This is an optimization exercise on Yosys and OpenROAD, whose aim is small area, not a production implementation.
Only simulation tests tie the RTL to the original design; equivalence was not proved.
Power and IR drop assume default switching activity.

Setup of v7:
==> flow/design.v (excerpt) <==
module project(clk,rst,echo,trigger,seg1,seg,seg2,seg3);
input clk,rst,echo;
output trigger;
output [6:0]seg;
output [6:0]seg1;
output [6:0]seg2;
output [6:0]seg3;
reg [8:0] q;
wire cwrap = q[7] & q[6] & q[5] & q[3] & q[2] & q[1] & q[0];
wire qload = rst | cwrap;
always @(posedge clk)
  q <= qload ? 9'b111111011 : {q[7:0], ~(q[8] ^ q[3])};
reg [5:0] h;
reg p;
wire hlast = h[5] & h[4] & ~h[2] & ~h[1] & ~h[0];
always @(posedge clk) begin
  if (rst | (cwrap & hlast)) h <= 6'd0;
  else if (cwrap) h <= {h[4:0], ~(h[5] ^ h[0])};
  p <= ~rst & (p ^ cwrap);
end
assign trigger = hlast;
wire upd = cwrap & ~p;
reg inp;
reg [1:0] a;
reg [3:0] b;
reg [2:0] c;
reg e;
wire az = ~a[1] & ~a[0];
wire bz = (b == 4'd0);
wire cz = (c == 3'd0);
always @(posedge clk) begin
  inp <= ~rst & echo;
  if (~inp) begin
    a <= 2'b00; b <= 4'd12; c <= 3'd5; e <= 1'b0;
  end else begin
    a <= {az & ~bz, a[1] | (az & bz)};
    if (az) b <= bz ? {3'b110, cz} : b - 4'd1;
    if (az & bz) c <= cz ? {1'b1, ~e, e} : c - 3'd1;
    if (az & bz & cz) e <= ~e;
  end
end
function [6:0] dec(input [3:0] v);
  begin
    dec[0] = ((v[0] & ~v[3]));
    dec[1] = ((~v[0] & ~v[2]) | (v[0] & v[1] & ~v[3]));
    dec[2] = ((v[0] & v[1]) | (~v[0] & ~v[3]));
    dec[3] = ((v[1] & ~v[3]));
    dec[4] = ((~v[0] & v[3]));
    dec[5] = ((v[0] & ~v[2] & v[3]));
    dec[6] = ((v[1] & v[2]));
  end
endfunction
function [3:0] inc(input [3:0] v, input t);
  begin
    inc[0] = v[0] ^ (t & ((v[2])));
    inc[1] = v[1] ^ (t & ((~v[2])));
    inc[2] = v[2] ^ (t & ((~v[3])));
    inc[3] = v[3] ^ (t & ~((~v[1] & ~v[3]) | (v[0] & v[1] & v[3])));
  end
endfunction
  ...
Size: ~260 cells after synthesis, ~75 flip-flops, roughly 32 I/O pins.
export LEC_CHECK = 0
export ABC_AREA = 1
export CAP_MARGIN = 20
export CORE_MARGIN = 2
export CORE_UTILIZATION = 60
export SLEW_MARGIN = 20
create_clock -name core_clock -period 20.0 [get_ports {clk}]
standard.sh (not shown) runs the stock make flow with config.mk's settings and CLKGATE_MAP_FILE= SYNTH_SCRIPT=/design/flow/synth_recipe.tcl, a recipe that flattens the netlist after the stock synthesis.
==> flow/flow/run.sh <==
#!/bin/bash
# Standard ORFS flow with two changes to how the layout is made:
#  - synthesis maps logic with an area-oriented ABC script (flow/abc_area.script)
#  - port buffers use the smallest buffer cell
set -euo pipefail
rm -rf scripts_mod
cp -r "$FLOW_HOME/scripts" scripts_mod
cp flow/abc_area.script scripts_mod/abc_area.script
bash standard.sh SCRIPTS_DIR="$PWD/scripts_mod" BUFFER_PORTS_ARGS="-buffer_cell sky130_fd_sc_hd__buf_1" CTS_ARGS="-sink_clustering_enable -repair_clock_nets -dont_use_dummy_load -buf_list sky130_fd_sc_hd__clkbuf_16 -sink_clustering_size 80 -sink_clustering_max_diameter 1000" finish > standard.log 2>&1
==> flow/flow/abc_area.script <==
strash
dch
amap
topo
Input changes introduced in v34 (baseline for comparison: v7):
-- flow/flow/run.sh --
<<< v7, line 9
bash standard.sh SCRIPTS_DIR="$PWD/scripts_mod" BUFFER_PORTS_ARGS="-buffer_cell sky130_fd_sc_hd__buf_1" CTS_ARGS="-sink_clustering_enable -repair_clock_nets -dont_use_dummy_load -buf_list sky130_fd_sc_hd__clkbuf_16 -sink_clustering_size 80 -sink_clustering_max_diameter 1000" finish > standard.log 2>&1
>>> v34, line 9
bash standard.sh SCRIPTS_DIR="$PWD/scripts_mod" BUFFER_PORTS_ARGS="-buffer_cell sky130_fd_sc_hd__buf_1" CTS_ARGS="-sink_clustering_enable -repair_clock_nets -dont_use_dummy_load -buf_list sky130_fd_sc_hd__clkbuf_8 -sink_clustering_size 40 -sink_clustering_max_diameter 300" finish > standard.log 2>&1
Results
Comparing v34 with v7, the final instance count without filler cells came out essentially unchanged. ~same critical path data required time in v7 and v34. Between v7 and v34, the flow reports total length of routed wires decreasing by a few percent. In the reports for v7 and v34, the smaller sequential share of cell area belongs to v7.

project again, from the RTL that the note above started with.
clock: 20.0 ns
lec_check: 0
abc_area: 1
cap_margin: 20
core_margin: 2
core_utilization: 60
slew_margin: 20
==> flow/flow/run.sh <==
#!/bin/bash
# Standard ORFS flow with two changes to how the layout is made:
#  - synthesis maps logic with an area-oriented ABC script (flow/abc_area.script)
#  - port buffers use the smallest buffer cell
set -euo pipefail
rm -rf scripts_mod
cp -r "$FLOW_HOME/scripts" scripts_mod
cp flow/abc_area.script scripts_mod/abc_area.script
bash standard.sh SCRIPTS_DIR="$PWD/scripts_mod" BUFFER_PORTS_ARGS="-buffer_cell sky130_fd_sc_hd__buf_1" CTS_ARGS="-sink_clustering_enable -repair_clock_nets -dont_use_dummy_load -buf_list sky130_fd_sc_hd__clkbuf_4 -sink_clustering_size 25 -sink_clustering_max_diameter 100" finish > standard.log 2>&1
Scripts as last shown in full above: flow/flow/abc_area.script
Then changed:
==> flow/flow/run.sh (replaced) <==
#!/bin/bash
# Standard ORFS flow with two changes to how the layout is made:
#  - synthesis maps logic with an area-oriented ABC script (flow/abc_area.script)
#  - port buffers use the smallest buffer cell
set -euo pipefail
rm -rf scripts_mod
cp -r "$FLOW_HOME/scripts" scripts_mod
cp flow/abc_area.script scripts_mod/abc_area.script
bash standard.sh SCRIPTS_DIR="$PWD/scripts_mod" BUFFER_PORTS_ARGS="-buffer_cell sky130_fd_sc_hd__buf_1" finish > standard.log 2>&1
Settings changed: CTS_BUF_LIST set to sky130_fd_sc_hd__clkbuf_4 sky130_fd_sc_hd__clkbuf_8, CTS_CLUSTER_DIAMETER set to 200, CTS_CLUSTER_SIZE set to 40.
Effect:
- wire length grows by a few percent
- maximum frequency falls by a few percent
- hold slack got worse by 0.0043 ns
- via count climbs slightly
Then changed:
--- a/flow/flow/run.sh
+++ b/flow/flow/run.sh
@@ -9 +9 @@
-bash standard.sh SCRIPTS_DIR="$PWD/scripts_mod" BUFFER_PORTS_ARGS="-buffer_cell sky130_fd_sc_hd__buf_1" finish > standard.log 2>&1
+bash standard.sh SCRIPTS_DIR="$PWD/scripts_mod" BUFFER_PORTS_ARGS="-buffer_cell sky130_fd_sc_hd__buf_1" CTS_ARGS="-sink_clustering_enable -repair_clock_nets -dont_use_dummy_load -buf_list sky130_fd_sc_hd__clkbuf_4 -sink_clustering_size 30 -sink_clustering_max_diameter 300 -sink_clustering_levels 1" finish > standard.log 2>&1
Settings changed: CTS_BUF_LIST sky130_fd_sc_hd__clkbuf_4 sky130_fd_sc_hd__clkbuf_8 to unset, CTS_CLUSTER_DIAMETER 200 to unset, CTS_CLUSTER_SIZE 40 to unset.
Result: The changed run ran to the end with no violations. Combinational power hardly moves. Wire length goes down by 2.2%. Worst hold slack gains 0.0043 ns. Synthesized cell count stays the same. Count of clock-buffer cells in the layout falls by 3.

[afterwards: timing with drivers on the ports]
In the flow no input, the clock included, has a driving cell. The finished layouts below were timed again as built, in two steps. Step 1 (the two cells are an assumption about what drives the block):
set clk [get_ports {clk}]
set_driving_cell -lib_cell sky130_fd_sc_hd__clkbuf_16 $clk
set_driving_cell -lib_cell sky130_fd_sc_hd__buf_2 [delete_from_list [all_inputs] $clk]
Step 2 also shifts input and output timing later by t, the mid clock arrival at the registers, as if the neighbouring blocks saw the same clock. a / b / c = ideal ports / drivers / drivers and shift; a / b = the first two.
run | t, ns | slack for setup (ns) | hold WS [ns] | worst setup path at the end
v7 | 0.345 | 12.674 / 12.682 / 12.337 | 0.405 / 0.405 / 0.405 | input to register
v34 | 0.349 | 12.745 / 12.746 / 12.397 | 0.409 / 0.409 / 0.409 | input to register
the first run of note 2 | 0.417 | 12.863 / 12.864 / 12.447 | 0.417 / 0.417 / 0.417 | input to register
the second run of note 2 | 0.359 | 12.706 / 12.709 / 12.350 | 0.413 / 0.413 / 0.413 | input to register
the third run of note 2 | 0.417 | 12.863 / 12.864 / 12.447 | 0.417 / 0.417 / 0.417 | input to register
After both steps every run listed still meets setup and hold.
